Context: an optimization exercise on an open-source flow, tuned for small area, a short achievable clock period and few clock cycles. The choices shown serve that exercise and are no tape-out recipe. Only simulation tests tie the RTL to the original design; equivalence was not proved. No activity file was given, so power comes from the tool's default toggle rates.

==> flow/design.v (outline; a module is shown in full before it is edited, if it fits) <==
// module JAM: 1232 lines
module JAM (
input CLK,
input RST,
output reg [2:0] W,
output reg [2:0] J,
input [6:0] Cost,
output reg [3:0] MatchCount,
output reg [9:0] MinCost,
output reg Valid );
  // ...
==> flow/run.sh <==
#!/bin/bash
# synth_recipe.tcl (not shown) runs the flow's synth.tcl, then flattens the netlist and writes it again
# the make line also repeats each setting of config.mk as NAME=value (left out here)
make -C /OpenROAD-flow-scripts/flow DESIGN_CONFIG=/design/flow/config.mk WORK_HOME=/design/flow/orfs CLKGATE_MAP_FILE= SYNTH_SCRIPT=/design/flow/synth_recipe.tcl finish
==> flow/config.mk <==
export PLATFORM = sky130hd
export DESIGN_NAME = JAM
export DESIGN_NICKNAME = JAM
export VERILOG_FILES = /design/flow/design.v
export SDC_FILE = /design/flow/constraint.sdc
export NUM_CORES = 4
export LEC_CHECK = 0
export ABC_AREA = 1
export CAP_MARGIN = 20
export CORE_MARGIN = 2
export CORE_UTILIZATION = 40
export PLACE_DENSITY = 0.7
export SETUP_SLACK_MARGIN = 2.7
export SLEW_MARGIN = 20
export TNS_END_PERCENT = 100
==> flow/constraint.sdc <==
create_clock -name core_clock -period 5.0 [get_ports {CLK}]
set_input_delay 1.0000 -clock core_clock [delete_from_list [all_inputs] [get_ports {CLK}]]
set_output_delay 1.0000 -clock core_clock [all_outputs]
set_load 0.01 [all_outputs]
==> impl_metrics.ini, run 1 <==
[status]
run_status = no timing/DRC/antenna violations

[pwr]
comb_power_share_pct = 38.5
cellPowerDensity_nw_per_um2 = 628
fin_total_pwr_w = 0.0459
internal-power_w = 0.0277

[worst_setup_path]
worstPathRequired_ns = 4.00
critical_path_depth = 1
timing.critical_path.to = MinCost[1]

[logic_synthesis]
largest_family_of_logic_cells_by_synthesized_area = adder cells
netlist_top_cells_area = dfxtp_1, ha_1, nand2_1
muxShareOfSynthArea_pct = 0.105
synth_compound_area_share_pct = 8.51
dominantRegCellSynth = dfxtp_1
synth_cells = 7100
post-synth-top-area-fraction_pct = 45.1
area_fraction_in_and_or_nand_and_nor_cells_after_synthesis_pct = 14.6

[route]
drt_iter0_markers = 3712
wire_length_per_cell_um = 17.6
routed-wl-met2_mm = 76.3
routed_met3_length_mm = 8.24
wl_mm = 168
highest-signal-layer = met4

[finish]
nMultiInputCombCells = 4600
multi_input_combinational_area_share_pct = 42.6
filler_cell_count = 15000

[worst_hold_path]
hold-path-endpoint = R7_3[0]
hp-class = flop to flop
depth_of_the_worst_hold_timing_path = 0

[floorplan]
die_y_um = 405
die_outline_area_um2 = 164000
core_area_um2 = 160000
io_pins = 30

[grt]
via_count_of_the_first_global_routing_pass = 45500
grt_first_pass_wirelength_mm = 258
grt_overflow = 0

[clocking]
post-cts-setup-buffers = 12
cts_made_buffers = 145

[timing]
tightestPinTransition_ns = 0.948
finalWorstSetupSlack_ns = 2.74
report.final.setup_viol = 0
worst_clock_skew_ns = 0.0442
maxSlewViolCount = 0

[place]
gp_congestion = 0.941
dpl.cell_count = 9236
Testbench counts, summed over its fixed seeds: cycles 5,392.
==> run 2, diff against run 1 <==
--- a/flow/config.mk
+++ b/flow/config.mk
@@ -10,5 +10,4 @@
 export CORE_MARGIN = 2
 export CORE_UTILIZATION = 40
-export PLACE_DENSITY = 0.7
 export SETUP_SLACK_MARGIN = 2.7
 export SLEW_MARGIN = 20
==> run 2 against run 1 <==
Net effect:
- non-clock buffer count up 4
- clock power up 4%
- maximum frequency down 0.19%
- sequential share of layout area down 0.21 points
- via count down 0.77%
- combinational power about the same
- first-iteration DRC count down 20%
- flip-flop and latch count unchanged
- cell area up 0.55%
- critical path type is now flop to flop
==> impl_metrics.ini, run 2 <==
[status]
run_status = no timing/DRC/antenna violations

[route]
wire_length_per_cell_um = 17.9
viasPerCell = 4.83
route.detailed.drc = 0
wl_mm = 171
postRouteAntennaNets = 0
drt_iter0_markers = 2987
dr_total_vias = 46100
detailed_routing_iteration_count_for_the_pre_antenna_repair_pass = 6

[floorplan]
core_area_um2 = 160000
die_outline_area_um2 = 164000
placement_rows = 147
io_pins = 30
die_x_um = 405
initial_utilization_pct = 40.2
die_y_um = 405

[grt]
antenna_found_initial = 11
grt_first_pass_wirelength_mm = 263
track_usage_pct = 20.8
via_count_of_the_first_global_routing_pass = 45300
grt_overflow = 0
grt_max_degree = 30

[logic_synthesis]
post-synth-top-area-fraction_pct = 45.1
largest_family_of_logic_cells_by_synthesized_area = adder cells
synthDominantAreaCellType = dfxtp_1
dominantRegCellSynth = dfxtp_1
syn-cell-area_um2 = 64400
count_of_yosys_warnings_during_synthesis = 1
synth_async_reset_ratio_pct = 2.16
muxShareOfSynthArea_pct = 0.105
yosys_register_bits = 1483
netlist_top_cells_count = nand2_1, dfxtp_1, inv_1, ha_1, a21oi_1
synth_cell_type_count = 49
synth.net_count = 8073
ys_seq_area_share_pct = 46.3
synth_area_per_cell_um2 = 9.07
synth_cells = 7100
area_fraction_in_and_or_nand_and_nor_cells_after_synthesis_pct = 14.6
synthMostInstantiatedCell = nand2_1
synth_xor_area_share_pct = 4.82
synth_fa_ha_area_share_pct = 19.7
post_synth_edffs = 0
synth_compound_area_share_pct = 8.51
netlist_top_cells_area = dfxtp_1, ha_1, nand2_1

[timing]
worst_clock_skew_ns = 0.0360
maxSlewViolCount = 0
post_layout_min_period_ns = 2.26
tightestPinTransition_ns = 0.998
grt_setup_unrepaired = true
timing.final.crit_share_pct = 45.2
max_freq_mhz = 442
tns_ns = 0
report.final.setup_viol = 0
timing_hold_violations_final = 0
relative_slew_margins_pct = 33.4

[clocking]
ctsHtreeMaxLevel = 4
clk_pin_slew_worst_paths_ns = 0.06
clock_tree_from_tritoncts = done
cts_made_buffers = 152
clock_latency_ns = 0.81
cts-root-to-sink-buffers = 3
clockRootBuffer = clkbuf_16
number_of_clock_sinks = 1483

[worst_setup_path]
worstPathRequired_ns = 5.74
endpoint_kind = flop
crit_path_start_kind = flop
data_arrival_time_of_the_critical_path_ns = 3.00
cp_max_fo = 5
setup.worst_path.class = flop to flop
worst_reg_to_reg_cells = 7

[place]
gp_congestion = 0.916
detailed_place.area_um2 = 67200
dp_hpwl_mm = 135
placement.io_buffers = 29
dpl.cell_count = 9234

[flow_run]
max-cap-violations = 0

[worst_hold_path]
depth_of_the_worst_hold_timing_path = 0
hp-class = flop to flop

[finish]
reg.largest.list = MinCost x10, mc x10, tot x10
stdcell_count = 9557
layout.nets = 8248
layout-drive-gt1-share_pct = 7.02
final_common_cell = nand2_1
most-common-layout-cells = nand2_1, dfxtp_1, inv_1
antenna_cells_inserted = 0
final_area_um2 = 73500
syn2layout_area_growth_pct = 14.2

[pwr]
vdd_ir_drop_max_v = 0.000386
cellLeakagePower_nw = 36.1
cellPowerDensity_nw_per_um2 = 632
-- run 2: cells by family after synthesis --
logic type | Yosys count
xor gates and xnor gates | 354
adders and majority gates | 964
buffers and inverters | 1017
DFF | 1483
and+or+nand+nor | 2295
muxes | 6
AOI/OAI and AO/OA | 981
-- run 2: path summary, 6_finish.rpt --
| kind | from | endpoint | slack [ns] |
|---|---|---|---|
| setup / recovery | R6_5[1] | BU3_012_2[8] | 2.74 |
| hold / removal | R7_4[3] | R7_3[3] | 0.30 |
| setup reg to reg | R6_5[1] | BU3_012_2[8] | 2.74 |
| hold reg to reg | R7_4[3] | R7_3[3] | 0.30 |
| max in group asynchronous | RST | Wi[2] | 3.69 |
| min in group asynchronous | RST | cnt[6] | 0.66 |
-- run 2: timing repair --
item / in CTS / in global routing
setup endpoints to repair: 205 / 251
setup buffers: 14 / 27
hold buffers: 0 / 0
cloned: 0 / 6
gates resized for setup: 151 / 156
pin swaps: 7 / 19
-- run 2: area by class of cell --
| cell class | count | area, um2 |
|---|---|---|
| clock buffer | 206 | 4290 |
| clock inverter | 70 | 1050 |
| fill | 15100 | 86700 |
| inverter | 949 | 3630 |
| multi-input combinational | 4600 | 31300 |
| sequential | 1483 | 29900 |
| tap | 2160 | 2700 |
| timing repair buffer | 83 | 671 |
| timing repair inverter | 6 | 42.5 |
-- run 2: critical path: stages, from the launching register on --
cell        delay, ns
dfxtp_2          0.51
clkinvlp_4       0.29
buf_4            0.20
fa_1             0.45
o211a_1          0.27
o21ai_0          0.27
nand2_1          0.08
a21oi_1          0.12
-- run 2: power breakdown --
group,switching [W],leakage [nW],total (W),internal [W]
combinational,0.0111,21.0,0.0178,0.00664
sequential,0.00232,12.6,0.0168,0.0145
clock,0.00489,2.58,0.0119,0.00699
-- run 2: per-stage QoR --
step / worst slack [ns] / utilization [%] / power [W] / hold slack (ns)
final: 2.74 / 45.9 / 0.0464 / 0.299
after detailed placement: 2.11 / 42.0 / 0.0335 / 0.312
after global routing: 2.64 / 45.9 / 0.0498 / 0.307
after floorplan: 2.86 / - / 0.0278 / 0.310
after global placement: 1.88 / 42.0 / 0.0331 / 0.310
after CTS: 2.69 / 45.5 / 0.0458 / 0.307
-- run 2: per-layer routing --
metal,vias up,wire (um),share of wire (%),GRT usage (%)
met5,-,0,0,0
met4,0,5040,2.9,6.93
met3,257,7040,4.1,2.65
met2,983,78200,46,34.0
met1,21400,81100,47,28.2
li1,23500,-,-,-
==> run 3, diff against run 2 <==
--- a/flow/config.mk
+++ b/flow/config.mk
@@ -10,5 +10,6 @@
 export CORE_MARGIN = 2
 export CORE_UTILIZATION = 40
-export SETUP_SLACK_MARGIN = 2.7
+export PLACE_DENSITY = 0.7
+export SETUP_SLACK_MARGIN = 2.9
 export SLEW_MARGIN = 20
 export TNS_END_PERCENT = 100
==> run 3 against run 2 <==
Net effect:
- critical endpoint is now J[0]
- largest power group unchanged
- clock power barely moved
- setup slack got worse by 0.010 ns
- maximum frequency fell by 0.45%
- core utilization rose by 0.88 points
- first-iteration DRC count rose by 14%
- critical path depth fell by 6
- cell count rose by 0.46%
- still clean
- highest routed layer unchanged
==> impl_metrics.ini, run 3 <==
[flow_run]
max-cap-violations = 0

[place]
placement.io_buffers = 29
gp_congestion = 0.969
dpl.cell_count = 9235
dp_hpwl_mm = 132

[clocking]
clk_pin_slew_worst_paths_ns = 0.07
number_of_clock_sinks = 1483
cts-root-to-sink-buffers = 3
cts-hold-fix-buffers = 0
clockRootBuffer = clkbuf_16
cts_made_buffers = 150
clock_latency_ns = 0.79
ctsHtreeMaxLevel = 4
clock_tree_from_tritoncts = done

[grt]
grt_first_pass_wirelength_mm = 261
antenna_found_initial = 10
grt_max_degree = 33
track_usage_pct = 20.5
via_count_of_the_first_global_routing_pass = 46500
grt_overflow = 0

[logic_synthesis]
synth_area_per_cell_um2 = 9.07
synthDominantAreaCellType = dfxtp_1
netlist_top_cells_area = dfxtp_1, ha_1, nand2_1
synth.net_count = 8073
post-synth-top-area-fraction_pct = 45.1
yosys_register_bits = 1483
synth_cells = 7100
netlist_top_cells_count = nand2_1, dfxtp_1, inv_1, ha_1, a21oi_1
count_of_yosys_warnings_during_synthesis = 1
ys_seq_area_share_pct = 46.3
synth_async_reset_ratio_pct = 2.16
synthMostInstantiatedCell = nand2_1
syn-cell-area_um2 = 64400
post_synth_edffs = 0
dominantRegCellSynth = dfxtp_1
synth_cell_type_count = 49

[timing]
hold_ws_ns = 0.322
timing_hold_violations_final = 0
timing.final.crit_share_pct = 45.4
maxSlewViolCount = 0
worst_clock_skew_ns = 0.0318
report.final.setup_viol = 0
grt_setup_unrepaired = true
post_layout_min_period_ns = 2.27
relative_slew_margins_pct = 30.0
tightestPinTransition_ns = 1.05
max_freq_mhz = 441
tns_ns = 0

[worst_setup_path]
r2r-start = BCA[0]
setup.worst_path.class = flop to output pin
data_arrival_time_of_the_critical_path_ns = 1.27
worstPathRequired_ns = 4.00
crit_path_start_kind = flop
timing.critical_path.slowest_cell_delay_ns = 0.36
crit_path_cell_trace = buf_6
cp_top_family = flip-flops
cp_max_fo = 1
endpoint_kind = output pin
cp_num_buf_inv = 1
cp-startpoint = J[0]
crit_path_top_delay_cell = dfxtp_4

[floorplan]
placement_rows = 147
core_area_um2 = 160000
die_x_um = 405
initial_utilization_pct = 40.2
die_outline_area_um2 = 164000
die_y_um = 405
io_pins = 30

[worst_hold_path]
hold_path_startpoint = R5_0[0]
hp-class = flop to flop

[finish]
reg.largest.list = MinCost x10, mc x10, tot x10
stdcell_count = 9601
most-common-layout-cells = nand2_1, dfxtp_1, inv_1
utilization_pct = 46.8
filler_cell_count = 14800
layout-drive-gt1-share_pct = 10.5
antenna_cells_inserted = 0
final-seq-area_um2 = 30000
final_common_cell = nand2_1
multi_input_area_um2 = 32000
syn2layout_area_growth_pct = 16.3
layout.nets = 8295

[route]
wire_length_per_cell_um = 17.9
drt_iter0_markers = 3417
route.detailed.drc = 0
detailed_routing_iteration_count_for_the_pre_antenna_repair_pass = 8
postRouteAntennaNets = 0
wl_mm = 172
dr_total_vias = 47400
viasPerCell = 4.94

[pwr]
cellPowerDensity_nw_per_um2 = 643
vdd_ir_drop_max_v = 0.000426
cellLeakagePower_nw = 36.6

[status]
run_status = no timing/DRC/antenna violations
[run 3: per-layer routing]
layer	wire length (um)	GRT usage (%)	vias up
met5	0	0	-
met4	5700	7.27	0
met3	9520	3.07	344
met2	79900	34.3	1401
met1	76700	26.7	22100
li1	-	-	23600
[run 3: final cells by class]
type	instances	area share (%)
Inverter	949	4.87
Multi-Input combinational cell	4605	42.7
Tap cell	2160	3.61
Clock inverter	77	1.52
Timing Repair inverter	5	0.0434
Sequential cell	1483	40.1
Clock buffer	194	5.67
Timing Repair Buffer	128	1.51
[run 3: where the power goes]
part	switching [W]	internal (W)	total [W]	leakage, nW
logic	0.0117	0.00753	0.0192	21.4
registers	0.00241	0.0145	0.0169	12.6
clock network	0.00490	0.00717	0.0121	2.62
[run 3: path summary, 6_finish.rpt]
path                            cells past startpoint  slack, ns  endpoint
worst max-delay path                                1       2.73      J[0]
worst min-delay path                                0       0.32   R5_7[0]
worst max register to register                     15       2.82   totn[3]
worst min register to register                      0       0.32   R5_7[0]
max in group asynchronous                           3       3.27    cnt[0]
min in group asynchronous                           3       1.38    fst[2]
[run 3: stage by stage]
stage               setup WS [ns]  instance area, um2  power, W
floorplan                    2.91               64400    0.0278
global placement             2.19               67200    0.0328
detailed placement           2.20               67200    0.0333
CTS                          2.67               73400    0.0463
global route                 2.67               74900    0.0514
finish                       2.73               74900    0.0482
[run 3: cell families (layout without fill, tap and decap cells)]
family          Yosys count  count (layout)  synth area share [%]
compound gates          981             982                  8.51
simple gates           2295            2299                  14.6
xor+xnor                354             354                  4.82
fa+ha+maj               964             964                  19.7
mux                       6               6                 0.105
buf+inv                1017            1353                  5.98
flops                  1483            1483                  46.3
[run 3: repair_timing]
item / in CTS / in global routing
endpoints found under the setup margin: 298 / 345
cloned: 0 / 10
resized for setup: 285 / 347
pin swaps: 21 / 78
buffers inserted: 31 / 54
==> run 4, diff against run 3 <==
--- a/flow/config.mk
+++ b/flow/config.mk
@@ -10,4 +10,6 @@
 export CORE_MARGIN = 2
 export CORE_UTILIZATION = 40
+export CTS_CLUSTER_DIAMETER = 150
+export CTS_CLUSTER_SIZE = 25
 export PLACE_DENSITY = 0.7
 export SETUP_SLACK_MARGIN = 2.9
==> run 4 against run 3 <==
Net effect:
- still clean
- total power down 12%
- routed wire length fell by 2.1%
- cell count fell by 1.9%
- die area stayed put
- clock-buffer cell count decreased by 113
- clock power down 47%
- flip-flop and latch count unchanged
- register-to-register slack better by 0.05 ns
- critical path type unchanged
- largest cell class unchanged
==> impl_metrics.ini, run 4 <==
[worst_setup_path]
setup.worst_path.class = flop to output pin
crit_path_top_delay_cell = dfxtp_4
endpoint_kind = output pin
cp_top_family = flip-flops
timing.critical_path.slowest_cell_delay_ns = 0.37
crit_path_start_kind = flop
data_arrival_time_of_the_critical_path_ns = 1.21
crit_path_cell_trace = buf_6
worstPathRequired_ns = 4.00
cp_num_buf_inv = 1
cp_max_fo = 1

[timing]
worst_clock_skew_ns = 0.0366
max_freq_mhz = 453
report.final.setup_viol = 0
timing_hold_violations_final = 0
timing.final.crit_share_pct = 44.1
grt_setup_unrepaired = true
post_layout_min_period_ns = 2.21
tightestPinTransition_ns = 1.06
relative_slew_margins_pct = 29.2
tns_ns = 0
maxSlewViolCount = 0

[finish]
layout.nets = 8211
layout-drive-gt1-share_pct = 8.38
syn2layout_area_growth_pct = 11.1
most-common-layout-cells = nand2_1, dfxtp_1, inv_1
utilization_pct = 44.7
final_common_cell = nand2_1
reg.largest.list = MinCost x10, mc x10, tot x10

[route]
viasPerCell = 4.93
detailed_routing_iteration_count_for_the_pre_antenna_repair_pass = 6
postRouteAntennaNets = 0
drt_iter0_markers = 3284
wire_length_per_cell_um = 17.9
route.detailed.drc = 0
wl_mm = 168
dr_total_vias = 46500

[grt]
via_count_of_the_first_global_routing_pass = 45100
grt_max_degree = 33
grt_overflow = 0
antenna_found_initial = 13
track_usage_pct = 20.0
grt_first_pass_wirelength_mm = 255

[logic_synthesis]
synthDominantAreaCellType = dfxtp_1
count_of_yosys_warnings_during_synthesis = 1
synth.net_count = 8073
post-synth-top-area-fraction_pct = 45.1
ys_seq_area_share_pct = 46.3
synth_async_reset_ratio_pct = 2.16
synthMostInstantiatedCell = nand2_1
netlist_top_cells_count = nand2_1, dfxtp_1, inv_1, ha_1, a21oi_1
yosys_register_bits = 1483
synth_area_per_cell_um2 = 9.07
syn-cell-area_um2 = 64400
dominantRegCellSynth = dfxtp_1
post_synth_edffs = 0
synth_cell_type_count = 49
synth_cells = 7100
netlist_top_cells_area = dfxtp_1, ha_1, nand2_1

[pwr]
net-switching-power_w = 0.0178
pwr-share-clk_pct = 15.2
comb_power_share_pct = 44.9
sw_frac_of_total_pct = 42.0
vdd_ir_drop_max_v = 0.000301
internal-power_w = 0.0246
cellLeakagePower_nw = 35.0
cellPowerDensity_nw_per_um2 = 593
seq_power_share_pct = 39.9

[clocking]
clockRootBuffer = clkbuf_16
clock_latency_ns = 0.72
cts_made_buffers = 70
cts-root-to-sink-buffers = 3
ctsHtreeMaxLevel = 3
clk_pin_slew_worst_paths_ns = 0.10
number_of_clock_sinks = 1483
cts-hold-fix-buffers = 0
clock_tree_from_tritoncts = done

[place]
dp_hpwl_mm = 132
gp_congestion = 0.969
placement.io_buffers = 29

[floorplan]
core_area_um2 = 160000
placement_rows = 147
die_y_um = 405
io_pins = 30
initial_utilization_pct = 40.2
die_x_um = 405
die_outline_area_um2 = 164000

[status]
run_status = no timing/DRC/antenna violations

[flow_run]
max-cap-violations = 0

[worst_hold_path]
hp-class = flop to flop
run 4: cell counts after synthesis:
No cell type changed its count.
run 4: routing by layer:
metal  vias to the layer above  track usage (%)  routed length (um)
li1                      23300                -                   -
met1                     21700             26.8               76700
met2                      1193             33.5               77800
met3                       273             2.11                8140
met4                         0             6.78                5580
met5                         -                0                   0
run 4: through the flow:
step,hold slack (ns),std cells,cell area [um2],total power [W],setup WS [ns]
finish,0.320,9417,71600,0.0424,2.79
global route,0.332,9415,71600,0.0455,2.75
CTS,0.327,9350,69900,0.0404,2.76
detailed placement,0.312,9235,67200,0.0333,2.20
global placement,0.310,9235,67200,0.0328,2.19
floorplan,0.310,7100,64400,0.0278,2.91
run 4: logic make-up after synthesis:
group | synth area share, %
fa+ha+maj | 19.7
flops | 46.3
mux | 0.105
buf+inv | 5.98
simple gates | 14.6
compound gates | 8.51
xor+xnor | 4.82
run 4: power by group through the flow:
| stage | clock network, W | registers, W | logic [W] |
|---|---|---|---|
| finish | 0.00645 | 0.0169 | 0.0191 |
| global placement | 0 | 0.0171 | 0.0157 |
| floorplan | 0 | 0.0158 | 0.0120 |
| detailed placement | 0 | 0.0171 | 0.0162 |
| global route | 0.00696 | 0.0171 | 0.0214 |
| CTS | 0.00658 | 0.0168 | 0.0170 |
run 4: repair_timing:
action / CTS / global route
pin swaps: 21 / 85
cloned: 0 / 9
gates resized for setup: 290 / 362
endpoints found under the setup margin: 303 / 331
setup buffers: 26 / 56
run 4: area by class of cell:
class / count / area, um2
Fill cell: 15200 / 88600
Multi-Input combinational cell: 4605 / 32100
Sequential cell: 1483 / 30000
Inverter: 949 / 3660
Tap cell: 2160 / 2700
Clock buffer: 81 / 1810
Timing Repair Buffer: 125 / 1100
Clock inverter: 8 / 139
Timing Repair inverter: 4 / 26.3
Antenna cell: 2 / 5.00
run 4: worst paths after layout:
kind / slack [ns] / to / start / cells after the start
worst max-delay path: 2.79 / W[0] / W[0] / 1
worst max register to register: 2.87 / totn[3] / BCA[0] / 12
worst min-delay path: 0.32 / R2_6[1] / R2_7[1] / 0
max in group asynchronous: 3.20 / cnt[0] / RST / 3
worst min register to register: 0.32 / R2_6[1] / R2_7[1] / 0
min in group asynchronous: 1.45 / ev[2] / RST / 3
==> run 5, diff against run 4 <==
--- a/flow/config.mk
+++ b/flow/config.mk
@@ -13,5 +13,5 @@
 export CTS_CLUSTER_SIZE = 25
 export PLACE_DENSITY = 0.7
-export SETUP_SLACK_MARGIN = 2.9
+export SETUP_SLACK_MARGIN = 2.8
 export SLEW_MARGIN = 20
 export TNS_END_PERCENT = 100
==> run 5 against run 4 <==
Net effect:
- highest routed layer is now met5
- largest power group unchanged
- critical endpoint is now Valid
- global-route usage shrank 0.15 points
- combinational power shrank 5%
- critical path type unchanged
- die area is the same
- critical path depth is the same
==> impl_metrics.ini, run 5 <==
[status]
run_status = no timing/DRC/antenna violations

[logic_synthesis]
synthDominantAreaCellType = dfxtp_1
syn-cell-area_um2 = 64400
synth_cells = 7100
ys_seq_area_share_pct = 46.3
count_of_yosys_warnings_during_synthesis = 1
synth.net_count = 8073
netlist_top_cells_area = dfxtp_1, ha_1, nand2_1
synth_async_reset_ratio_pct = 2.16
synth_area_per_cell_um2 = 9.07
post_synth_edffs = 0
post-synth-top-area-fraction_pct = 45.1
netlist_top_cells_count = nand2_1, dfxtp_1, inv_1, ha_1, a21oi_1
synth_cell_type_count = 49
dominantRegCellSynth = dfxtp_1
yosys_register_bits = 1483
synthMostInstantiatedCell = nand2_1

[floorplan]
die_outline_area_um2 = 164000
placement_rows = 147
io_pins = 30
die_x_um = 405
core_area_um2 = 160000
die_y_um = 405
initial_utilization_pct = 40.2

[grt]
antenna_found_initial = 15
grt_max_degree = 33
track_usage_pct = 19.9
via_count_of_the_first_global_routing_pass = 44600
grt_overflow = 0
grt_first_pass_wirelength_mm = 254

[finish]
reg.largest.list = MinCost x10, mc x10, tot x10
most-common-layout-cells = nand2_1, dfxtp_1, inv_1
utilization_pct = 44.1
layout-drive-gt1-share_pct = 6.01
final_common_cell = nand2_1
layout.nets = 8180
final_area_um2 = 70600
syn2layout_area_growth_pct = 9.64

[worst_setup_path]
endpoint_kind = output pin
cp_num_buf_inv = 1
data_arrival_time_of_the_critical_path_ns = 1.17
worstPathRequired_ns = 4.00
cp_top_family = flip-flops
cp_max_fo = 2
crit_path_start_kind = flop
crit_path_top_delay_cell = dfxtp_4
timing.critical_path.slowest_cell_delay_ns = 0.37
setup.worst_path.class = flop to output pin
crit_path_cell_trace = buf_6

[clocking]
ctsHtreeMaxLevel = 3
number_of_clock_sinks = 1483
clock_latency_ns = 0.70
clk_pin_slew_worst_paths_ns = 0.10
cts_made_buffers = 69
clock_tree_from_tritoncts = done
clockRootBuffer = clkbuf_16
cts-root-to-sink-buffers = 3

[place]
placement.io_buffers = 29
gp_congestion = 0.941
detailed_place.area_um2 = 67200
dp_hpwl_mm = 131

[timing]
tightestPinTransition_ns = 0.799
maxSlewViolCount = 0
timing_hold_violations_final = 0
relative_slew_margins_pct = 46.7
tns_ns = 0
grt_setup_unrepaired = true
worst_clock_skew_ns = 0.0281
post_layout_min_period_ns = 2.17
max_freq_mhz = 461
report.final.setup_viol = 0
timing.final.crit_share_pct = 43.4

[route]
wire_length_per_cell_um = 17.7
dr_total_vias = 46100
wl_mm = 167
route.detailed.drc = 0
postRouteAntennaNets = 0
drt_iter0_markers = 3641
detailed_routing_iteration_count_for_the_pre_antenna_repair_pass = 6
viasPerCell = 4.91

[flow_run]
max-cap-violations = 0

[pwr]
fin_total_pwr_w = 0.0414
vdd_ir_drop_max_v = 0.000318
cellPowerDensity_nw_per_um2 = 586
cellLeakagePower_nw = 34.7

[worst_hold_path]
hp-class = flop to flop
[run 5: per-stage QoR]
| stage | setup slack [ns] | std cells | hold WS, ns |
|---|---|---|---|
| 2_1_floorplan | 2.86 | 7100 | 0.310 |
| 3_3_place_gp | 2.26 | 9235 | 0.310 |
| 3_5_place_dp | 2.24 | 9236 | 0.312 |
| 4_1_cts | 2.78 | 9343 | 0.327 |
| 5_1_grt | 2.72 | 9386 | 0.337 |
| 6_report | 2.83 | 9388 | 0.329 |
[run 5: cell type report]
| type | instances | area [um2] |
|---|---|---|
| Inverter | 949 | 3630 |
| Tap cell | 2160 | 2700 |
| Antenna cell | 2 | 5.00 |
| Sequential cell | 1483 | 29900 |
| Clock buffer | 84 | 1800 |
| Multi-Input combinational cell | 4603 | 31600 |
| Fill cell | 15300 | 89600 |
| Clock inverter | 6 | 81.3 |
| Timing Repair inverter | 4 | 27.5 |
| Timing Repair Buffer | 97 | 871 |
[run 5: layer usage]
metal / GRT usage (%) / vias up / routed length, um
met5: 0 / - / 34
met4: 5.92 / 4 / 5190
met3: 2.43 / 272 / 8260
met2: 32.5 / 1155 / 75400
met1: 27.3 / 21500 / 77600
li1: - / 23200 / -
[run 5: timing repair]
item,CTS,global route
pin swaps,18,56
gates cloned,0,7
setup endpoints to repair,249,290
hold buffers,0,0
resized for setup,200,239
setup buffers,17,36
[run 5: final timing paths]
| kind | depth (start not counted) | from | slack (ns) | to |
|---|---|---|---|---|
| setup / recovery | 1 | Valid | 2.83 | Valid |
| hold / removal | 0 | R6_6[0] | 0.33 | R6_5[0] |
| setup reg to reg | 13 | BCB[0] | 2.84 | totn[3] |
| hold reg to reg | 0 | R6_6[0] | 0.33 | R6_5[0] |
| max in group asynchronous | 4 | RST | 3.55 | lst[7] |
| min in group asynchronous | 4 | RST | 1.05 | cnt[4] |
[run 5: logic make-up (layout without fill, tap and decap cells)]
family                   count (synthesis)  after routing  share of synthesized area, %
buffers and inverters                 1017           1140                          5.98
flip-flops                            1483           1483                          46.3
XOR/XNOR                               354            354                          4.82
AO/OA/AOI/OAI                          981            981                          8.51
other                                    0              2                             0
multiplexers                             6              6                         0.105
AND/OR/NAND/NOR                       2295           2298                          14.6
adder cells (fa/ha/maj)                964            964                          19.7
[run 5: where the power goes]
group | switching (W) | leakage [nW] | internal [W]
clock network | 0.00369 | 0.911 | 0.00259
logic | 0.0113 | 21.2 | 0.00698
registers | 0.00236 | 12.6 | 0.0145
total | 0.0173 | 34.7 | 0.0240
==> run 6, diff against run 5 <==
--- a/flow/config.mk
+++ b/flow/config.mk
@@ -12,4 +12,5 @@
 export CTS_CLUSTER_DIAMETER = 150
 export CTS_CLUSTER_SIZE = 25
+export GPL_ROUTABILITY_DRIVEN = 0
 export PLACE_DENSITY = 0.7
 export SETUP_SLACK_MARGIN = 2.8
==> run 6 against run 5 <==
Net effect:
- still clean
- maximum frequency decreased by 3.3%
- area after synthesis is the same
- flip-flop and latch count is the same
- largest cell class unchanged
==> impl_metrics.ini, run 6 <==
[place]
dp_hpwl_mm = 128
placement.io_buffers = 29
dpl.cell_count = 9233

[floorplan]
die_outline_area_um2 = 164000
die_x_um = 405
io_pins = 30
core_area_um2 = 160000
die_y_um = 405
placement_rows = 147
initial_utilization_pct = 40.2

[worst_setup_path]
crit_path_start_kind = flop
data_arrival_time_of_the_critical_path_ns = 2.75
worst_reg_to_reg_cells = 14
critical_path_depth = 14
cp_top_family = simple AND/OR/NAND/NOR gates
cp_max_fo = 5
cp_num_buf_inv = 2
setup.worst_path.class = flop to flop
worstPathRequired_ns = 5.51
r2r-start = BU3_012_1[2]
cp-startpoint = BU3_012_1[2]
timing.critical_path.slowest_cell_delay_ns = 0.38
crit_path_top_delay_cell = dfxtp_2
r2r-end = BV3_012[4]
endpoint_kind = flop
crit_path_cell_trace = inv_1, ha_4, a21oi_2, nand2_1, nand2_1, nand2_1, nand2_1, nand2_1, a21boi_2, o21ai_0, nand2_1, clkinv_4, nand2_1, nand3_1
reg2reg_setup_slack_ns = 2.76
timing.critical_path.to = BV3_012[4]
path_common_cell = nand2_1

[route]
route.detailed.drc = 0
dr_total_vias = 47200
drt_iter0_markers = 3999
viasPerCell = 5.03
detailed_routing_iteration_count_for_the_pre_antenna_repair_pass = 6
wl_mm = 163
postRouteAntennaNets = 0
wire_length_per_cell_um = 17.4

[logic_synthesis]
ys_seq_area_share_pct = 46.3
post_synth_edffs = 0
synth_cell_type_count = 49
netlist_top_cells_count = nand2_1, dfxtp_1, inv_1, ha_1, a21oi_1
synth_async_reset_ratio_pct = 2.16
synthDominantAreaCellType = dfxtp_1
synthMostInstantiatedCell = nand2_1
netlist_top_cells_area = dfxtp_1, ha_1, nand2_1
yosys_register_bits = 1483
synth_area_per_cell_um2 = 9.07
dominantRegCellSynth = dfxtp_1
syn-cell-area_um2 = 64400
post-synth-top-area-fraction_pct = 45.1
synth_cells = 7100
count_of_yosys_warnings_during_synthesis = 1
synth.net_count = 8073

[grt]
via_count_of_the_first_global_routing_pass = 45200
grt_first_pass_wirelength_mm = 250
track_usage_pct = 19.4
grt_max_degree = 33
grt_overflow = 0
antenna_found_initial = 12

[finish]
utilization_pct = 44.0
syn2layout_area_growth_pct = 9.53
final_common_cell = nand2_1
layout-drive-gt1-share_pct = 5.87
most-common-layout-cells = nand2_1, dfxtp_1, inv_1
filler_cell_count = 15100
stdcell_count = 9383
layout.nets = 8175
reg.largest.list = MinCost x10, mc x10, tot x10

[clocking]
clock_latency_ns = 0.71
clk_pin_slew_worst_paths_ns = 0.10
cts-hold-fix-buffers = 0
cts_made_buffers = 69
clockRootBuffer = clkbuf_16
ctsHtreeMaxLevel = 3
number_of_clock_sinks = 1483
cts-root-to-sink-buffers = 3
clock_tree_from_tritoncts = done

[timing]
max_freq_mhz = 446
report.final.setup_viol = 0
post_layout_min_period_ns = 2.24
timing.final.crit_share_pct = 44.8
worst_clock_skew_ns = 0.0300
tns_ns = 0
grt_setup_unrepaired = true
tightestPinTransition_ns = 0.996
timing_hold_violations_final = 0
relative_slew_margins_pct = 33.5
maxSlewViolCount = 0

[flow_run]
max-cap-violations = 0

[pwr]
vdd_ir_drop_max_v = 0.000304
cellLeakagePower_nw = 34.7
cellPowerDensity_nw_per_um2 = 589
fin_total_pwr_w = 0.0415

[worst_hold_path]
hp-class = flop to flop

[status]
run_status = no timing/DRC/antenna violations
==> run 6: report_power, final <==
group	switching [W]	internal [W]	total, W
Combinational	0.0115	0.00693	0.0185
Sequential	0.00226	0.0145	0.0167
Clock	0.00369	0.00264	0.00633
Total	0.0175	0.0240	0.0415
==> run 6: worst min path at each step <==
stage / slack [ns] / from / end / cells after the start
after floorplan: 0.31 / BP_01_e / BE2[0] / 0
after global placement: 0.31 / R2_7[4] / R2_6[4] / 0
after detailed placement: 0.31 / BE2[1] / BE3[1] / 0
after CTS: 0.31 / R1_1[5] / R1_0[5] / 0
after global routing: 0.32 / R1_1[4] / R1_0[4] / 0
final: 0.31 / R1_1[5] / R1_0[5] / 0
==> run 6: through the flow <==
| step | worst slack [ns] | instance area, um2 | hold slack (ns) |
|---|---|---|---|
| 4_1_cts | 2.77 | 69600 | 0.311 |
| 2_1_floorplan | 2.86 | 64400 | 0.310 |
| 3_5_place_dp | 2.00 | 67200 | 0.312 |
| 5_1_grt | 2.70 | 70600 | 0.316 |
| 6_report | 2.76 | 70600 | 0.310 |
| 3_3_place_gp | 2.12 | 67200 | 0.310 |
==> run 6: cells by family after synthesis <==
kind of cell	count (synthesis)	synth area share (%)
AOI/OAI and AO/OA	981	8.51
muxes	6	0.105
xor gates and xnor gates	354	4.82
DFF	1483	46.3
adders and majority gates	964	19.7
and+or+nand+nor	2295	14.6
buffers and inverters	1017	5.98
==> run 6: area by class of cell <==
cell class	count	area [um2]	share of cell area, %
Antenna cell	2	5.00	0.00709
Clock buffer	84	1830	2.59
Clock inverter	6	105	0.149
Inverter	949	3630	5.14
Multi-Input combinational cell	4605	31600	44.7
Sequential cell	1483	29900	42.4
Tap cell	2160	2700	3.83
Timing Repair Buffer	91	783	1.11
Timing Repair inverter	3	20.0	0.0284
==> run 6: routing by layer <==
layer	share of wire [%]	routed length, um	GRT usage [%]	vias up
met2	44	72500	31.2	1608
met3	6.7	11000	2.49	346
met5	0	0	0	-
met1	45	73500	26.6	22000
met4	4.0	6550	7.33	0
li1	-	-	-	23200
==> run 6: what timing repair did <==
action                                  in CTS  in global routing
pin swaps                                   16                 42
resized for setup                          217                221
setup buffers                               16                 34
cloned                                       0                  8
endpoints found under the setup margin     254                300
==> run 7, diff against run 6 <==
--- a/flow/config.mk
+++ b/flow/config.mk
@@ -12,6 +12,5 @@
 export CTS_CLUSTER_DIAMETER = 150
 export CTS_CLUSTER_SIZE = 25
-export GPL_ROUTABILITY_DRIVEN = 0
-export PLACE_DENSITY = 0.7
+export PLACE_DENSITY = 0.65
 export SETUP_SLACK_MARGIN = 2.8
 export SLEW_MARGIN = 20
==> run 7 against run 6 <==
Net effect:
- still clean
- die area stayed put
- non-clock buffer count is 3 higher
- via count is 3.2% lower
- sequential power hardly changed
- critical path depth is 2 lower
- critical path type unchanged
- largest cell class unchanged
==> impl_metrics.ini, run 7 <==
[timing]
tns_ns = 0
relative_slew_margins_pct = 42.9
tightestPinTransition_ns = 0.851
finalWorstSetupSlack_ns = 2.82
timing.final.crit_share_pct = 43.6
maxSlewViolCount = 0
post_layout_min_period_ns = 2.18
max_freq_mhz = 459
timing_hold_violations_final = 0
hold_ws_ns = 0.312
report.final.setup_viol = 0
grt_setup_unrepaired = true
worst_clock_skew_ns = 0.0260

[logic_synthesis]
dominantRegCellSynth = dfxtp_1
post-synth-top-area-fraction_pct = 45.1
synth_area_per_cell_um2 = 9.07
synth_async_reset_ratio_pct = 2.16
yosys_register_bits = 1483
synth_cells = 7100
synth.net_count = 8073
synthMostInstantiatedCell = nand2_1
count_of_yosys_warnings_during_synthesis = 1
ys_seq_area_share_pct = 46.3
post_synth_edffs = 0
synthDominantAreaCellType = dfxtp_1
synth_cell_type_count = 49
netlist_top_cells_area = dfxtp_1, ha_1, nand2_1
syn-cell-area_um2 = 64400
netlist_top_cells_count = nand2_1, dfxtp_1, inv_1, ha_1, a21oi_1

[clocking]
cts-root-to-sink-buffers = 3
ctsHtreeMaxLevel = 3
cts-hold-fix-buffers = 0
number_of_clock_sinks = 1483
clk_pin_slew_worst_paths_ns = 0.10
clockRootBuffer = clkbuf_16
clock_tree_from_tritoncts = done
cts_made_buffers = 69
clock_latency_ns = 0.71

[worst_setup_path]
crit_path_top_delay_cell = fa_2
cp_num_buf_inv = 1
crit_path_cell_trace = ha_4, fa_2, buf_6, ha_4, nand2_2, nand2_1, nand2_1, nand3_1, nand3_1, nand3_1, nand3_1, nand2_1
cp_top_family = adder cells
worstPathRequired_ns = 5.61
setup.worst_path.class = flop to flop
cp_max_fo = 4
crit_path_start_kind = flop
endpoint_kind = flop
data_arrival_time_of_the_critical_path_ns = 2.79
timing.critical_path.slowest_cell_delay_ns = 0.66
path_common_cell = nand3_1

[pwr]
vdd_ir_drop_max_v = 0.000318
cellPowerDensity_nw_per_um2 = 585
seq_power_share_pct = 41.0
internal-power_w = 0.0240
net-switching-power_w = 0.0173
sw_frac_of_total_pct = 41.9
pwr-share-clk_pct = 15.4
comb_power_share_pct = 43.7
fin_total_pwr_w = 0.0413
cellLeakagePower_nw = 34.6

[route]
postRouteAntennaNets = 0
viasPerCell = 4.87
wl_mm = 168
detailed_routing_iteration_count_for_the_pre_antenna_repair_pass = 6
route.detailed.drc = 0
drt_iter0_markers = 3034
wire_length_per_cell_um = 17.9
dr_total_vias = 45700

[grt]
antenna_found_initial = 10
track_usage_pct = 20.1
grt_max_degree = 33
via_count_of_the_first_global_routing_pass = 44100
grt_first_pass_wirelength_mm = 256
grt_overflow = 0

[finish]
filler_cell_count = 15400
final_common_cell = nand2_1
layout.nets = 8176
syn2layout_area_growth_pct = 9.57
final_area_um2 = 70600
most-common-layout-cells = nand2_1, dfxtp_1, inv_1
reg.largest.list = MinCost x10, mc x10, tot x10
antenna_cells_inserted = 0
layout-drive-gt1-share_pct = 5.98

[place]
placement.io_buffers = 29
dp_hpwl_mm = 134
detailed_place.area_um2 = 67200
dp_slack_ns = 2.10
gp_congestion = 0.936

[floorplan]
placement_rows = 147
core_area_um2 = 160000
die_x_um = 405
die_outline_area_um2 = 164000
die_y_um = 405
initial_utilization_pct = 40.2
io_pins = 30

[worst_hold_path]
hp-class = flop to flop

[flow_run]
max-cap-violations = 0

[status]
run_status = no timing/DRC/antenna violations
## run 7: worst register-to-register path: stages (launching register included)
cell	delay [ns]
dfxtp_2	0.34
ha_4	0.16
fa_2	0.66
buf_6	0.15
ha_4	0.19
nand2_2	0.06
nand2_1	0.05
nand2_1	0.06
nand3_1	0.07
nand3_1	0.10
nand3_1	0.09
nand3_1	0.09
nand2_1	0.06
## run 7: power groups by stage
stage               clock network, W  registers, W  logic [W]
finish                       0.00635        0.0169     0.0180
global route                 0.00691        0.0171     0.0204
CTS                          0.00651        0.0169     0.0168
detailed placement                 0        0.0172     0.0161
global placement                   0        0.0171     0.0158
floorplan                          0        0.0158     0.0120
## run 7: what timing repair did
| item | in CTS | in global routing |
|---|---|---|
| setup endpoints to repair | 277 | 285 |
| gates resized for setup | 209 | 235 |
| cloned | 0 | 6 |
| pin swaps | 18 | 35 |
| buffers inserted | 17 | 35 |
## run 7: worst paths after layout
| check | startpoint | endpoint | slack [ns] | cells after the start |
|---|---|---|---|---|
| min | R5_0[0] | R5_7[0] | 0.31 | 0 |
| max | BCA[0] | totn[3] | 2.82 | 12 |
| max in group asynchronous | RST | lst[6] | 3.12 | 4 |
| min reg2reg | R5_0[0] | R5_7[0] | 0.31 | 0 |
| min in group asynchronous | RST | cnt[2] | 1.54 | 4 |
| max reg2reg | BCA[0] | totn[3] | 2.82 | 12 |
## run 7: kinds of logic (layout without fill, tap and decap cells)
group | after synthesis | after routing | share of synthesized area (%)
AO/OA/AOI/OAI | 981 | 982 | 8.51
multiplexers | 6 | 6 | 0.105
AND/OR/NAND/NOR | 2295 | 2296 | 14.6
flip-flops | 1483 | 1483 | 46.3
XOR/XNOR | 354 | 354 | 4.82
buffers and inverters | 1017 | 1136 | 5.98
adder cells (fa/ha/maj) | 964 | 964 | 19.7
## run 7: final cells by class
cell class                 count  area [um2]  area share (%)
clock buffer                  81        1790            2.54
clock inverter                 8         114           0.161
inverter                     949        3640            5.16
multi-input combinational   4602       31500            44.7
sequential                  1483       29900            42.4
tap                         2160        2700            3.83
timing repair buffer          94         827            1.17
timing repair inverter         4        25.0          0.0355
## run 7: layer usage
layer | GRT usage (%) | share of wire (%)
met1 | 28.2 | 48
met5 | 0 | 0
met3 | 2.13 | 4.1
met4 | 5.30 | 2.8
met2 | 33.0 | 45
## run 7: through the flow
stage          std cells  util [%]
2_1_floorplan       7100         -
3_3_place_gp        9234      42.0
3_5_place_dp        9234      42.0
4_1_cts             9340      43.4
5_1_grt             9381      44.1
6_report            9381      44.1
==> run 8, diff against run 7 <==
--- a/flow/config.mk
+++ b/flow/config.mk
@@ -11,6 +11,6 @@
 export CORE_UTILIZATION = 40
 export CTS_CLUSTER_DIAMETER = 150
-export CTS_CLUSTER_SIZE = 25
-export PLACE_DENSITY = 0.65
+export CTS_CLUSTER_SIZE = 20
+export PLACE_DENSITY = 0.7
 export SETUP_SLACK_MARGIN = 2.8
 export SLEW_MARGIN = 20
==> run 8 against run 7 <==
Net effect:
- flip-flop and latch count stayed put
- cell area grew 0.72%
- still clean on timing, DRC and antenna
- combinational power hardly changed
- maximum frequency barely moved
- setup slack got worse by 0.0021 ns
- cell count increased by 0.29%
- core utilization increased by 0.32 points
- total power increased by 1.7%
- global-route usage is 0.23 points lower
- worst hold slack improved by 0.0089 ns
- synthesized cell count unchanged
==> impl_metrics.ini, run 8 <==
[status]
run_status = no timing/DRC/antenna violations

[logic_synthesis]
synth_compound_area_share_pct = 8.51
synth_fa_ha_area_share_pct = 19.7
synth_cells = 7100
synth_area_per_cell_um2 = 9.07
ys_seq_area_share_pct = 46.3
post_synth_edffs = 0
synth_xor_area_share_pct = 4.82
synth_cell_type_count = 49
synthMostInstantiatedCell = nand2_1
dominantRegCellSynth = dfxtp_1
post-synth-top-area-fraction_pct = 45.1
synth_async_reset_ratio_pct = 2.16
netlist_top_cells_area = dfxtp_1, ha_1, nand2_1
synth.net_count = 8073
yosys_register_bits = 1483
area_fraction_in_and_or_nand_and_nor_cells_after_synthesis_pct = 14.6
netlist_top_cells_count = nand2_1, dfxtp_1, inv_1, ha_1, a21oi_1
largest_family_of_logic_cells_by_synthesized_area = adder cells
count_of_yosys_warnings_during_synthesis = 1
synthDominantAreaCellType = dfxtp_1
syn-cell-area_um2 = 64400
muxShareOfSynthArea_pct = 0.105

[finish]
layout-drive-gt1-share_pct = 6.29
utilization_pct = 44.4
syn2layout_area_growth_pct = 10.4
layout.nets = 8202
most-common-layout-cells = nand2_1, dfxtp_1, inv_1
final_common_cell = nand2_1
filler_cell_count = 15300
final_area_um2 = 71100
reg.largest.list = MinCost x10, mc x10, tot x10

[place]
dp_hpwl_mm = 131
gp_congestion = 0.941
dp_slack_ns = 2.24
placement.io_buffers = 29
detailed_place.area_um2 = 67200

[clocking]
ctsHtreeMaxLevel = 3
clockRootBuffer = clkbuf_16
cts-root-to-sink-buffers = 3
clock_latency_ns = 0.73
cts-hold-fix-buffers = 0
cts_made_buffers = 84
clk_pin_slew_worst_paths_ns = 0.09
clock_tree_from_tritoncts = done
number_of_clock_sinks = 1483

[grt]
grt_overflow = 0
grt_max_degree = 33
grt_first_pass_wirelength_mm = 254
track_usage_pct = 19.9
antenna_found_initial = 12
via_count_of_the_first_global_routing_pass = 44800

[route]
route.detailed.drc = 0
wl_mm = 166
routedLengthMet1_mm = 77.7
detailed_routing_iteration_count_for_the_pre_antenna_repair_pass = 8
routed-wl-met2_mm = 74.9
routed_met3_length_mm = 8.19
viasPerCell = 4.90
postRouteAntennaNets = 0
dr_total_vias = 46100
drt_iter0_markers = 3510
highest-signal-layer = met5
wire_length_per_cell_um = 17.7

[flow_run]
max-cap-violations = 0

[timing]
max_freq_mhz = 459
tns_ns = 0
report.final.setup_viol = 0
worst_clock_skew_ns = 0.0446
timing.final.crit_share_pct = 43.6
timing_hold_violations_final = 0
post_layout_min_period_ns = 2.18
tightestPinTransition_ns = 0.812
finalWorstSetupSlack_ns = 2.82
relative_slew_margins_pct = 45.8
grt_setup_unrepaired = true
maxSlewViolCount = 0

[worst_setup_path]
reg2reg_setup_slack_ns = 2.83
endpoint_kind = output pin
timing.critical_path.slowest_cell_delay_ns = 0.37
crit_path_cell_trace = buf_6
cp_max_fo = 2
crit_path_top_delay_cell = dfxtp_4
worstPathRequired_ns = 4.00
data_arrival_time_of_the_critical_path_ns = 1.18
crit_path_start_kind = flop
cp_num_buf_inv = 1
cp_top_family = flip-flops
setup.worst_path.class = flop to output pin

[floorplan]
placement_rows = 147
die_y_um = 405
die_outline_area_um2 = 164000
io_pins = 30
core_area_um2 = 160000
initial_utilization_pct = 40.2
die_x_um = 405

[worst_hold_path]
hp-class = flop to flop

[pwr]
fin_total_pwr_w = 0.0420
cellPowerDensity_nw_per_um2 = 591
cellLeakagePower_nw = 34.9
vdd_ir_drop_max_v = 0.000311
[run 8: worst paths after layout]
kind,endpoint,from,depth (start not counted)
worst max-delay path,Valid,Valid,1
worst min-delay path,R4_0[6],R4_1[6],0
worst max register to register,TS_01_1[6],R0_0[0],8
worst min register to register,R4_0[6],R4_1[6],0
max in group asynchronous,ev[7],RST,4
min in group asynchronous,cnt[2],RST,4
[run 8: routing by layer]
metal	vias to the layer above	GRT usage, %
li1	23300	-
met1	21400	27.4
met2	1135	32.4
met3	288	2.52
met4	4	6.26
met5	-	0
[run 8: logic make-up after synthesis]
group	after synthesis
buffers and inverters	1017
adders and majority gates	964
DFF	1483
and+or+nand+nor	2295
muxes	6
AOI/OAI and AO/OA	981
xor gates and xnor gates	354
[run 8: metrics by stage]
step / cells / hold WS [ns]
final: 9408 / 0.321
after global routing: 9406 / 0.330
after CTS: 9358 / 0.319
after detailed placement: 9236 / 0.312
after global placement: 9235 / 0.310
after floorplan: 7100 / 0.310
[run 8: what timing repair did]
item	4_1_cts	5_1_grt
pin swaps	17	58
cloned	0	7
gates resized for setup	197	240
buffers inserted	19	41
endpoints found under the setup margin	244	287
[run 8: cell type report]
type	instances	area [um2]	share of cell area (%)
repair inverters	5	32.5	0.0458
clock buffers	96	2170	3.05
inverters	949	3640	5.12
flip-flops and latches	1483	29900	42.1
well taps	2160	2700	3.80
clock inverters	7	126	0.178
diodes	2	5.00	0.00704
multi-input cells	4602	31500	44.4
repair buffers	104	932	1.31
[run 8: where the power goes]
group / internal, W / switching [W]
logic: 0.00699 / 0.0112
clock network: 0.00311 / 0.00384
registers: 0.0145 / 0.00236
==> run 9, diff against run 8 <==
--- a/flow/config.mk
+++ b/flow/config.mk
@@ -11,5 +11,5 @@
 export CORE_UTILIZATION = 40
 export CTS_CLUSTER_DIAMETER = 150
-export CTS_CLUSTER_SIZE = 20
+export CTS_CLUSTER_SIZE = 28
 export PLACE_DENSITY = 0.7
 export SETUP_SLACK_MARGIN = 2.8
==> run 9 against run 8 <==
Net effect:
- still clean on timing, DRC and antenna
- flip-flop and latch count unchanged
- routed wire length down 0.60%
- cell count down 0.44%
- largest power group unchanged
- highest routed layer is now met4
==> impl_metrics.ini, run 9 <==
[timing]
max_freq_mhz = 456
post_layout_min_period_ns = 2.19
grt_setup_unrepaired = true
timing.final.crit_share_pct = 43.8
tightestPinTransition_ns = 0.829
finalWorstSetupSlack_ns = 2.81
relative_slew_margins_pct = 44.7
report.final.setup_viol = 0
maxSlewViolCount = 0
timing_hold_violations_final = 0
tns_ns = 0
worst_clock_skew_ns = 0.0595

[logic_synthesis]
synth_area_per_cell_um2 = 9.07
netlist_top_cells_count = nand2_1, dfxtp_1, inv_1, ha_1, a21oi_1
synth_cells = 7100
syn-cell-area_um2 = 64400
synth_async_reset_ratio_pct = 2.16
synthMostInstantiatedCell = nand2_1
dominantRegCellSynth = dfxtp_1
post-synth-top-area-fraction_pct = 45.1
ys_seq_area_share_pct = 46.3
netlist_top_cells_area = dfxtp_1, ha_1, nand2_1
synth.net_count = 8073
post_synth_edffs = 0
count_of_yosys_warnings_during_synthesis = 1
yosys_register_bits = 1483
synth_cell_type_count = 49
synthDominantAreaCellType = dfxtp_1

[finish]
syn2layout_area_growth_pct = 9.08
reg.largest.list = MinCost x10, mc x10, tot x10
stdcell_count = 9367
antenna_cells_inserted = 0
layout-drive-gt1-share_pct = 5.70
utilization_pct = 43.9
final_common_cell = nand2_1
most-common-layout-cells = nand2_1, dfxtp_1, inv_1
layout.nets = 8168

[clocking]
cts_made_buffers = 58
clock_tree_from_tritoncts = done
ctsHtreeMaxLevel = 2
cts-root-to-sink-buffers = 3
cts-hold-fix-buffers = 0
clock_latency_ns = 0.74
clk_pin_slew_worst_paths_ns = 0.11
clockRootBuffer = clkbuf_16
number_of_clock_sinks = 1483

[grt]
grt_overflow = 0
track_usage_pct = 19.7
grt_first_pass_wirelength_mm = 252
antenna_found_initial = 13
via_count_of_the_first_global_routing_pass = 44400
grt_max_degree = 33

[place]
dp_hpwl_mm = 131
dp_slack_ns = 2.24
placement.io_buffers = 29
gp_congestion = 0.941
dpl.cell_count = 9236

[flow_run]
max-cap-violations = 0

[status]
run_status = no timing/DRC/antenna violations

[floorplan]
core_area_um2 = 160000
die_outline_area_um2 = 164000
die_y_um = 405
initial_utilization_pct = 40.2
placement_rows = 147
die_x_um = 405
io_pins = 30

[worst_setup_path]
crit_path_cell_trace = buf_2
data_arrival_time_of_the_critical_path_ns = 1.19
r2r-end = TS_01_1[6]
cp_num_buf_inv = 1
r2r-start = R0_0[0]
cp_top_family = flip-flops
endpoint_kind = output pin
crit_path_start_kind = flop
reg2reg_setup_slack_ns = 2.81
worst_reg_to_reg_cells = 8
crit_path_top_delay_cell = dfxtp_1
cp_max_fo = 1
timing.critical_path.slowest_cell_delay_ns = 0.33
worstPathRequired_ns = 4.00
setup.worst_path.class = flop to output pin

[pwr]
cellPowerDensity_nw_per_um2 = 579
cellLeakagePower_nw = 34.5
vdd_ir_drop_max_v = 0.000319

[route]
route.detailed.drc = 0
wl_mm = 165
postRouteAntennaNets = 0
viasPerCell = 4.91
drt_iter0_markers = 3448
detailed_routing_iteration_count_for_the_pre_antenna_repair_pass = 6
dr_total_vias = 46000
wire_length_per_cell_um = 17.7

[worst_hold_path]
depth_of_the_worst_hold_timing_path = 0
hp-class = flop to flop
hold-path-endpoint = R4_7[1]
hold_path_startpoint = R4_0[1]
[run 9: cell counts after synthesis]
Identical to the previous run, type by type.
[run 9: worst max-delay path by stage]
stage	from	to	cells past startpoint
after global placement	BU4_0[2]	BCB[1]	14
after floorplan	BCA[0]	totn[3]	10
final	W[0]	W[0]	1
after CTS	W[1]	W[1]	1
after global routing	TU3_023_2[2]	TV3_023[6]	14
after detailed placement	TU4_1[2]	TCB[1]	16
[run 9: final cells by class]
type,count,area [um2]
multi-input combinational,4602,31500
clock buffer,70,1500
tap,2160,2700
sequential,1483,29900
fill,15300,89900
timing repair inverter,3,21.3
clock inverter,2,60.1
timing repair buffer,98,891
inverter,949,3630
[run 9: layer usage]
layer	part of all wire, %	vias up	track usage (%)
met5	0	-	0
met4	3.1	0	6.15
met3	4.8	252	1.87
met2	45	1130	32.4
met1	47	21400	27.2
li1	-	23200	-
[run 9: report_power, final]
group          internal (W)  switching, W
Sequential           0.0145       0.00235
Clock               0.00214       0.00355
Combinational       0.00697        0.0112
[run 9: cell families (layout without fill, tap and decap cells)]
family	after synthesis	in the layout	synth area share [%]
adder cells (fa/ha/maj)	964	964	19.7
multiplexers	6	6	0.105
XOR/XNOR	354	354	4.82
AO/OA/AOI/OAI	981	981	8.51
buffers and inverters	1017	1122	5.98
flip-flops	1483	1483	46.3
AND/OR/NAND/NOR	2295	2297	14.6
[run 9: repair_timing]
| item | in CTS | in global routing |
|---|---|---|
| setup buffers | 17 | 37 |
| gates resized for setup | 203 | 231 |
| pin swaps | 16 | 55 |
| cloned | 0 | 5 |
| endpoints found under the setup margin | 251 | 300 |
[run 9: through the flow]
stage          cell area [um2]  power [W]  hold WS [ns]
2_1_floorplan            64400     0.0278         0.310
3_3_place_gp             67200     0.0329         0.310
3_5_place_dp             67200     0.0333         0.312
4_1_cts                  69200     0.0394         0.328
5_1_grt                  70300     0.0438         0.335
6_report                 70300     0.0407         0.327
==> run 10, diff against run 9 <==
--- a/flow/config.mk
+++ b/flow/config.mk
@@ -10,6 +10,4 @@
 export CORE_MARGIN = 2
 export CORE_UTILIZATION = 40
-export CTS_CLUSTER_DIAMETER = 150
-export CTS_CLUSTER_SIZE = 28
 export PLACE_DENSITY = 0.7
 export SETUP_SLACK_MARGIN = 2.8
==> run 10 against run 9 <==
Net effect:
- clock power increased by 100%
- global-route usage increased by 0.57 points
- first-iteration DRC count increased by 6.9%
- cell count increased by 2.0%
- register-to-register slack about the same
- maximum frequency decreased by 2.5%
- largest power group unchanged
- routed wire length increased by 2.4%
- clock-buffer cell count increased by 126
==> impl_metrics.ini, run 10 <==
[status]
run_status = no timing/DRC/antenna violations

[worst_setup_path]
data_arrival_time_of_the_critical_path_ns = 1.25
endpoint_kind = output pin
worstPathRequired_ns = 4.00
crit_path_start_kind = flop
setup.worst_path.class = flop to output pin
critical_path_depth = 1
crit_path_top_delay_cell = dfxtp_2
cp_top_family = flip-flops
cp_max_fo = 1
worst_reg_to_reg_cells = 8
crit_path_cell_trace = buf_6
timing.critical_path.slowest_cell_delay_ns = 0.33
cp_num_buf_inv = 1

[timing]
maxSlewViolCount = 0
max_freq_mhz = 445
grt_setup_unrepaired = true
relative_slew_margins_pct = 43.8
report.final.setup_viol = 0
worst_clock_skew_ns = 0.0481
timing_hold_violations_final = 0
tightestPinTransition_ns = 0.843
finalWorstSetupSlack_ns = 2.75
post_layout_min_period_ns = 2.25
tns_ns = 0
timing.final.crit_share_pct = 45.0

[logic_synthesis]
post_synth_edffs = 0
synth_cells = 7100
dominantRegCellSynth = dfxtp_1
synth_area_per_cell_um2 = 9.07
synthDominantAreaCellType = dfxtp_1
ys_seq_area_share_pct = 46.3
count_of_yosys_warnings_during_synthesis = 1
netlist_top_cells_count = nand2_1, dfxtp_1, inv_1, ha_1, a21oi_1
synthMostInstantiatedCell = nand2_1
syn-cell-area_um2 = 64400
synth_cell_type_count = 49
yosys_register_bits = 1483
synth.net_count = 8073
netlist_top_cells_area = dfxtp_1, ha_1, nand2_1
post-synth-top-area-fraction_pct = 45.1
synth_async_reset_ratio_pct = 2.16

[grt]
grt_max_degree = 33
grt_first_pass_wirelength_mm = 258
track_usage_pct = 20.3
antenna_found_initial = 12
via_count_of_the_first_global_routing_pass = 45600
grt_overflow = 0

[floorplan]
die_outline_area_um2 = 164000
placement_rows = 147
die_x_um = 405
initial_utilization_pct = 40.2
io_pins = 30
core_area_um2 = 160000
die_y_um = 405

[clocking]
clockRootBuffer = clkbuf_16
clk_pin_slew_worst_paths_ns = 0.07
cts_made_buffers = 145
clock_latency_ns = 0.80
number_of_clock_sinks = 1483
cts-root-to-sink-buffers = 3
ctsHtreeMaxLevel = 4
clock_tree_from_tritoncts = done

[place]
detailed_place.area_um2 = 67200
dp_hpwl_mm = 131
gp_congestion = 0.941
dp_slack_ns = 2.24
placement.io_buffers = 29

[flow_run]
max-cap-violations = 0

[route]
wire_length_per_cell_um = 17.7
dr_total_vias = 46700
detailed_routing_iteration_count_for_the_pre_antenna_repair_pass = 8
drt_iter0_markers = 3686
postRouteAntennaNets = 0
viasPerCell = 4.89
route.detailed.drc = 0
wl_mm = 169

[pwr]
vdd_ir_drop_max_v = 0.000449
cellPowerDensity_nw_per_um2 = 630
fin_total_pwr_w = 0.0465
cellLeakagePower_nw = 36.2

[finish]
layout-drive-gt1-share_pct = 8.00
multi_input_area_um2 = 31500
filler_cell_count = 15000
final_common_cell = nand2_1
reg.largest.list = MinCost x10, mc x10, tot x10
layout.nets = 8249
final_area_um2 = 73800
final-seq-area_um2 = 29900
syn2layout_area_growth_pct = 14.5
most-common-layout-cells = nand2_1, dfxtp_1, inv_1

[worst_hold_path]
hp-class = flop to flop
depth_of_the_worst_hold_timing_path = 0
[run 10: changes by cell type in the layout (fill, tap and decap cells not counted), sizes merged]
cell / change
buf: -8
nand2: +1
clkbuf: +126
inv: +7
bufinv: +12
clkinv: +35
diode: +5
clkinvlp: +11
[run 10: cell type report]
| cell class | instances | share of cell area [%] |
|---|---|---|
| timing repair inverter | 4 | 0.0390 |
| antenna | 5 | 0.0170 |
| tap | 2160 | 3.66 |
| multi-input combinational | 4603 | 42.8 |
| inverter | 949 | 4.93 |
| timing repair buffer | 90 | 1.08 |
| clock buffer | 196 | 5.63 |
| clock inverter | 66 | 1.28 |
| sequential | 1483 | 40.6 |
[run 10: power by group]
group          switching (W)  internal (W)  leakage, nW
Combinational         0.0113       0.00691         21.1
Sequential           0.00237        0.0145         12.6
Clock                0.00488       0.00656         2.48
[run 10: stage by stage]
stage / std cells / hold WS (ns) / utilization, %
2_1_floorplan: 7100 / 0.310 / -
3_3_place_gp: 9235 / 0.310 / 42.0
3_5_place_dp: 9236 / 0.312 / 42.0
4_1_cts: 9517 / 0.312 / 45.4
5_1_grt: 9552 / 0.317 / 46.0
6_report: 9556 / 0.321 / 46.0
[run 10: what timing repair did]
item                       4_1_cts  5_1_grt
buffers inserted                19       27
gates resized for setup        202      234
pin swaps                       20       41
hold buffers                     0        0
cloned                           0        7
setup endpoints to repair      243      292
[run 10: worst paths after layout]
check / from / end / slack [ns]
setup reg to reg: R0_0[0] / TS_01_1[6] / 2.81
max in group asynchronous: RST / fst[7] / 3.59
hold / removal: R7_4[2] / R7_3[2] / 0.32
hold reg to reg: R7_4[2] / R7_3[2] / 0.32
min in group asynchronous: RST / cnt[4] / 0.99
setup / recovery: MinCost[0] / MinCost[0] / 2.75
[run 10: cells by family (layout without fill, tap and decap cells)]
| family | after synthesis | after routing | synth area share, % |
|---|---|---|---|
| DFF | 1483 | 1483 | 46.3 |
| other | 0 | 5 | 0 |
| buffers and inverters | 1017 | 1305 | 5.98 |
| xor gates and xnor gates | 354 | 354 | 4.82 |
| adders and majority gates | 964 | 964 | 19.7 |
| AOI/OAI and AO/OA | 981 | 981 | 8.51 |
| and+or+nand+nor | 2295 | 2298 | 14.6 |
| muxes | 6 | 6 | 0.105 |
[run 10: routing by layer]
layer  part of all wire (%)  routed length (um)  GRT usage [%]  vias to the layer above
met1                     46               77900           27.6                    21700
met5                      0                   0              0                        -
met4                    3.1                5200           6.93                        0
li1                       -                   -              -                    23500
met3                    5.4                9180           2.47                      292
met2                     45               77000           33.2                     1270
==> run 11, diff against run 10 <==
--- a/flow/config.mk
+++ b/flow/config.mk
@@ -10,5 +10,5 @@
 export CORE_MARGIN = 2
 export CORE_UTILIZATION = 40
-export PLACE_DENSITY = 0.7
+export PLACE_DENSITY = 0.75
 export SETUP_SLACK_MARGIN = 2.8
 export SLEW_MARGIN = 20
==> run 11 against run 10 <==
Net effect:
- die area did not move
- cell count barely moved
- sequential share of layout area rose by 0.050 points
- routed wire length rose by 0.59%
- cell area fell by 0.12%
- combinational power barely moved
- critical endpoint is now Valid
==> impl_metrics.ini, run 11 <==
[floorplan]
die_outline_area_um2 = 164000
die_y_um = 405
initial_utilization_pct = 40.2
die_x_um = 405
placement_rows = 147
io_pins = 30
core_area_um2 = 160000

[worst_setup_path]
cp_num_buf_inv = 1
r2r-end = BS_03_2[6]
crit_path_top_delay_cell = dfxtp_4
worstPathRequired_ns = 4.00
timing.critical_path.slowest_cell_delay_ns = 0.36
worst_reg_to_reg_cells = 8
cp_max_fo = 2
data_arrival_time_of_the_critical_path_ns = 1.25
reg2reg_setup_slack_ns = 2.76
endpoint_kind = output pin
crit_path_cell_trace = buf_6
crit_path_start_kind = flop
r2r-start = X5_0[0]
cp_top_family = flip-flops
setup.worst_path.class = flop to output pin

[timing]
report.final.setup_viol = 0
post_layout_min_period_ns = 2.25
hold_ws_ns = 0.292
tightestPinTransition_ns = 0.915
max_freq_mhz = 444
relative_slew_margins_pct = 38.7
maxSlewViolCount = 0
timing.final.crit_share_pct = 45.0
worst_clock_skew_ns = 0.0446
tns_ns = 0
grt_setup_unrepaired = true
timing_hold_violations_final = 0

[status]
run_status = no timing/DRC/antenna violations

[finish]
final_common_cell = nand2_1
multi_input_area_um2 = 31400
stdcell_count = 9550
syn2layout_area_growth_pct = 14.3
layout.nets = 8242
most-common-layout-cells = nand2_1, dfxtp_1, inv_1
reg.largest.list = MinCost x10, mc x10, tot x10
layout-drive-gt1-share_pct = 7.58
final-seq-area_um2 = 29900
final_area_um2 = 73700
filler_cell_count = 14800

[pwr]
cellPowerDensity_nw_per_um2 = 631
fin_total_pwr_w = 0.0465
vdd_ir_drop_max_v = 0.000394
cellLeakagePower_nw = 36.1

[route]
wl_mm = 170
wire_length_per_cell_um = 17.8
postRouteAntennaNets = 0
route.detailed.drc = 0
dr_total_vias = 47300
detailed_routing_iteration_count_for_the_pre_antenna_repair_pass = 5
drt_iter0_markers = 3241
viasPerCell = 4.95

[logic_synthesis]
synth_async_reset_ratio_pct = 2.16
synth_cell_type_count = 49
synth.net_count = 8073
post-synth-top-area-fraction_pct = 45.1
syn-cell-area_um2 = 64400
netlist_top_cells_count = nand2_1, dfxtp_1, inv_1, ha_1, a21oi_1
synthMostInstantiatedCell = nand2_1
synthDominantAreaCellType = dfxtp_1
synth_cells = 7100
synth_area_per_cell_um2 = 9.07
post_synth_edffs = 0
dominantRegCellSynth = dfxtp_1
netlist_top_cells_area = dfxtp_1, ha_1, nand2_1
count_of_yosys_warnings_during_synthesis = 1
ys_seq_area_share_pct = 46.3
yosys_register_bits = 1483

[clocking]
cts-hold-fix-buffers = 0
clockRootBuffer = clkbuf_16
clock_tree_from_tritoncts = done
ctsHtreeMaxLevel = 4
clock_latency_ns = 0.80
number_of_clock_sinks = 1483
clk_pin_slew_worst_paths_ns = 0.06
cts-root-to-sink-buffers = 3
cts_made_buffers = 143

[grt]
via_count_of_the_first_global_routing_pass = 46600
track_usage_pct = 20.3
grt_first_pass_wirelength_mm = 259
grt_overflow = 0
grt_max_degree = 33
antenna_found_initial = 12

[flow_run]
max-cap-violations = 0

[place]
detailed_place.area_um2 = 67200
dpl.cell_count = 9234
dp_hpwl_mm = 132
gp_congestion = 0.961
placement.io_buffers = 29

[worst_hold_path]
hold_path_startpoint = R7_4[5]
hold-path-endpoint = R7_3[5]
depth_of_the_worst_hold_timing_path = 0
hp-class = flop to flop
## run 11: cell count changes in the layout (fill, tap and decap cells not counted), moves of 5 or more
cell / previous run / this run
bufinv_16: 12 / 19
dfxtp_2: 56 / 47
nand3_1: 333 / 341
clkbuf_8: 31 / 23
o21ai_0: 155 / 165
dfxtp_1: 1392 / 1398
nand3_2: 21 / 16
o21ai_1: 33 / 25
o21ai_2: 12 / 7
## run 11: layout make-up
class,count,share of cell area (%)
multi-input cells,4603,42.7
flip-flops and latches,1483,40.6
clock inverters,75,1.64
diodes,2,0.00679
clock buffers,189,5.40
repair inverters,4,0.0374
repair buffers,85,1.03
well taps,2160,3.67
inverters,949,4.93
## run 11: metrics by stage
step                utilization, %  worst slack, ns
floorplan                        -             2.86
global placement              42.0             2.11
detailed placement            42.0             2.00
CTS                           45.4             2.66
global route                  46.0             2.70
finish                        46.0             2.75
## run 11: routing by layer
| layer | global-route usage [%] | share of wire [%] | vias to the layer above |
|---|---|---|---|
| li1 | - | - | 23400 |
| met1 | 26.9 | 45 | 22000 |
| met2 | 32.9 | 45 | 1432 |
| met3 | 3.21 | 6.2 | 350 |
| met4 | 8.64 | 4.0 | 2 |
| met5 | 0 | 0.0065 | - |
## run 11: worst max path at each step
stage / endpoint / start / cells after the start / slack [ns]
floorplan: totn[3] / BCA[0] / 10 / 2.86
global placement: X1_3[3] / patD0[3] / 6 / 2.11
detailed placement: X0_3[4] / patD0[3] / 6 / 2.00
CTS: X4_1[0] / patD0[0] / 9 / 2.66
global route: totn[3] / BCA[0] / 13 / 2.70
finish: Valid / Valid / 1 / 2.75
## run 11: cells by family (layout without fill, tap and decap cells)
family	after synthesis	in the layout	share of synthesized area, %
compound gates	981	981	8.51
xor+xnor	354	354	4.82
fa+ha+maj	964	964	19.7
buf+inv	1017	1302	5.98
flops	1483	1483	46.3
mux	6	6	0.105
other cells	0	2	0
simple gates	2295	2298	14.6
## run 11: repair_timing
action                                  4_1_cts  5_1_grt
endpoints found under the hold margin         0        0
gates resized for setup                     186      210
pin swaps                                    16       27
endpoints found under the setup margin      246      313
cloned                                        0        8
buffers inserted                             21       21
## run 11: power breakdown
group	internal, W	switching [W]	leakage [nW]	total [W]
combinational	0.00682	0.0112	21.1	0.0180
sequential	0.0145	0.00236	12.6	0.0169
clock	0.00673	0.00485	2.49	0.0116
